This design comes from an exercise in tuning for small area, a short achievable clock period and few clock cycles per item on the open sky130 flow, not from production work.
RTL that was checked went through simulation tests only; none was proved equivalent to the original.
Power and IR drop assume default switching activity.

==> flow/design.v (excerpt) <==
module cache_controller (
    input clock,
    input reset,
    input read,
    input write,
    input [7:0] address,
    input [7:0] writedata,
    input mem_BUSY,
    input [31:0] mem_readdata,
    output reg [7:0] readdata,
    output reg mem_read, mem_write,
    output reg BUSY,
    output reg [5:0] mem_address,
    output reg [31:0] mem_writedata
);
==> module cache_controller, before the edit <==
module cache_controller (
    input clock,
    input reset,
    input read,
    input write,
    input [7:0] address,
    input [7:0] writedata,
    input mem_BUSY,
    input [31:0] mem_readdata,
    output reg [7:0] readdata,
    output reg mem_read, mem_write,
    output reg BUSY,
    output reg [5:0] mem_address,
    output reg [31:0] mem_writedata
);
    reg        cache_VALID [7:0];
    reg        cache_DIRTY [7:0];
    reg [2:0]  cache_TAG   [7:0];
    reg [31:0] cache_DATA  [7:0];
    integer i;
    wire [2:0] idx = address[4:2];
    wire       req = read | write;
    wire [7:0] line_oh = 8'd1 << idx;
    wire [3:0] byte_oh = 4'd1 << address[1:0];
    wire [8*37-1:0] lines;
    genvar g;
    generate
        for (g = 0; g < 8; g = g + 1) begin : g_line
            assign lines[37*g +: 37] = {cache_VALID[g], cache_DIRTY[g], cache_TAG[g], cache_DATA[g]};
        end
    endgenerate
    wire        VALID, DIRTY;
    wire [2:0]  TAG;
    wire [31:0] DATA;
    cache_sel #(.N(8), .W(37)) u_line (.sel(line_oh), .in(lines), .out({VALID, DIRTY, TAG, DATA}));
    wire        HIT   = VALID && (TAG == address[7:5]);
    reg st_rd, st_wb, done;
    wire idle = !(st_rd | st_wb | done);
    reg  [2:0] lidx;
    reg  [1:0] bsel;
    reg        wbyte;
    wire [7:0] rbyte;
    cache_sel #(.N(8), .W(8)) u_rbyte (.sel({byte_oh & {4{st_rd}}, byte_oh & {4{!st_rd}}}),
                                       .in({mem_readdata, DATA}), .out(rbyte));
    wire miss_clean = idle && req && !HIT && !DIRTY;
    wire miss_dirty = idle && req && !HIT && DIRTY;
    wire rd_next = miss_clean | (st_wb & !mem_BUSY) | (st_rd & mem_BUSY);
    wire wb_next = miss_dirty | (st_wb & mem_BUSY);
    always @(posedge clock or posedge reset) begin
        if (reset) begin
            st_rd <= 1'b0;
            st_wb <= 1'b0;
            done  <= 1'b0;
        end else begin
            st_rd <= rd_next;
            st_wb <= wb_next;
            done  <= (idle & req & HIT) | (st_rd & !mem_BUSY);
        end
    end
    always @(posedge clock) begin
        mem_read  <= !reset & rd_next;
        mem_write <= !reset & wb_next;
    end
    always @(posedge clock) begin
        BUSY <= st_rd ? mem_BUSY : !(idle & HIT);
        readdata <= rbyte;
        mem_writedata <= DATA;
        lidx <= idx;
        bsel <= address[1:0];
        wbyte <= write & ((idle & req & HIT) | (st_rd & !mem_BUSY));
        mem_address[2:0] <= idx;
        mem_address[5:3] <= ((idle & DIRTY) | (st_wb & mem_BUSY)) ? TAG : address[7:5];
    end
    always @(posedge clock) begin
        if (reset) begin
            for (i = 0; i < 8; i = i + 1) begin
                cache_VALID[i] <= 1'b0;
                cache_DIRTY[i] <= 1'b0;
            end
        end else if (st_rd) begin
            cache_VALID[lidx] <= 1'b1;
            cache_DIRTY[lidx] <= 1'b0;
            cache_TAG[lidx]   <= address[7:5];
        end else if (wbyte) begin
            cache_DIRTY[lidx] <= 1'b1;
        end
    end
    always @(posedge clock) begin
        if (st_rd) begin
            cache_DATA[lidx] <= mem_readdata;
        end else if (wbyte) begin
            case (bsel)
                2'd0: cache_DATA[lidx][7:0]   <= writedata;
                2'd1: cache_DATA[lidx][15:8]  <= writedata;
                2'd2: cache_DATA[lidx][23:16] <= writedata;
                default: cache_DATA[lidx][31:24] <= writedata;
            endcase
        end
    end
endmodule
clock: 6.0 ns
lec_check: 0
cap_margin: 40
core_margin: 2
core_utilization: 60
cts_buf_list: sky130_fd_sc_hd__clkbuf_8
cts_cluster_diameter: 50
cts_cluster_size: 15
place_density: 0.75
setup_slack_margin: 3.65
slew_margin: 60
synth_hierarchical: 1
synth_minimum_keep_size: 0
standard.sh (not shown) runs the stock make flow with config.mk's settings and CLKGATE_MAP_FILE= SYNTH_SCRIPT=/design/flow/synth_recipe.tcl, a recipe that flattens the netlist after the stock synthesis.
==> flow/flow/run.sh <==
#!/bin/bash
# Standard layout, with the ports buffered by the smallest plain buffer instead of
# the delay cell buffer_ports picks by default.
cp standard.sh standard_sh_copy.log
export BUFFER_PORTS_ARGS="-buffer_cell sky130_fd_sc_hd__buf_1"
bash standard.sh > standard.log 2>&1
The starting point passed the timing, DRC and antenna checks.
Next try:
--- a/flow/design.v
+++ b/flow/design.v
@@ -20,21 +20,29 @@
     reg [31:0] cache_DATA  [7:0];
     integer i;
     wire [2:0] idx = address[4:2];
     wire       req = read | write;
-    wire [7:0] line_oh = 8'd1 << idx;
     wire [3:0] byte_oh = 4'd1 << address[1:0];
-    wire [8*37-1:0] lines;
-    genvar g;
+    wire [8*5-1:0] ctl_lines;
+    wire [8*8-1:0] data_lines [0:3];
+    genvar g, h;
     generate
         for (g = 0; g < 8; g = g + 1) begin : g_line
-            assign lines[37*g +: 37] = {cache_VALID[g], cache_DIRTY[g], cache_TAG[g], cache_DATA[g]};
+            assign ctl_lines[5*g +: 5] = {cache_VALID[g], cache_DIRTY[g], cache_TAG[g]};
+            for (h = 0; h < 4; h = h + 1) begin : g_lane
+                assign data_lines[h][8*g +: 8] = cache_DATA[g][8*h +: 8];
+            end
         end
     endgenerate
     wire        VALID, DIRTY;
     wire [2:0]  TAG;
     wire [31:0] DATA;
-    cache_sel #(.N(8), .W(37)) u_line (.sel(line_oh), .in(lines), .out({VALID, DIRTY, TAG, DATA}));
+    cache_lsel #(.W(5)) u_ctl (.idx(idx), .in(ctl_lines), .out({VALID, DIRTY, TAG}));
+    generate
+        for (h = 0; h < 4; h = h + 1) begin : g_lsel
+            cache_lsel #(.W(8)) u_lane (.idx(idx), .in(data_lines[h]), .out(DATA[8*h +: 8]));
+        end
+    endgenerate
     wire        HIT   = VALID && (TAG == address[7:5]);
     reg st_rd, st_wb, done;
     wire idle = !(st_rd | st_wb | done);
     reg  [2:0] lidx;
@@ -110,4 +118,12 @@
         for (k = 0; k < N; k = k + 1)
             out = out | ({W{sel[k]}} & in[W*k +: W]);
     end
 endmodule
+module cache_lsel #(parameter W = 8) (
+    input  [2:0]     idx,
+    input  [8*W-1:0] in,
+    output [W-1:0]   out
+);
+    wire [7:0] oh = 8'd1 << idx;
+    cache_sel #(.N(8), .W(W)) u_sel (.sel(oh), .in(in), .out(out));
+endmodule
After rerunning: The new run completed without violations. Register-to-register slack improves by 0.02 ns. Power hardly moves. Worst hold slack degrades by 0.0050 ns. Sequential share of layout area came out lower by 0.88 points. Worst setup slack improves by 0.011 ns. Global-route usage came out lower by 0.76 points. Design area came out higher by 1.4%. Count of clock-buffer cells in the layout came out lower by 3. Core utilization came out higher by 0.35 points.
Testbench counts after the change, summed over its fixed seeds: cycles 16,144, requests 4,800.
The RTL of the first run of this note was laid out without a check of its function.

## what the ideal ports hide
Ports are ideal in the flow. The routed layouts listed here were re-timed in OpenROAD. Step 1, drivers: a clkbuf_16 drives clock and a buf_2 each remaining input, both assumed. Step 2 times the ports against the registers' clock, not the clock port: input delays grow and output delays shrink by t, the midpoint of the rising clock arrivals with the driver on. a / b / c = no drivers / after step 1 / after step 2; a / b = the first two.
run | shift t [ns] | setup slack, ns | hold slack, ns | worst data-port slew with drivers (ns)
the first run | 0.625 | 3.611 / 3.610 / 2.984 | 0.470 / 0.470 / 0.470 | 0.07
the second run | 0.645 | 3.623 / 3.623 / 2.988 | 0.465 / 0.465 / 0.465 | 0.07
After both steps every run listed still meets setup and hold. For the second run, which loses most, drivers alone change the setup slack by 0.000 ns; drivers and shift together by -0.635 ns.
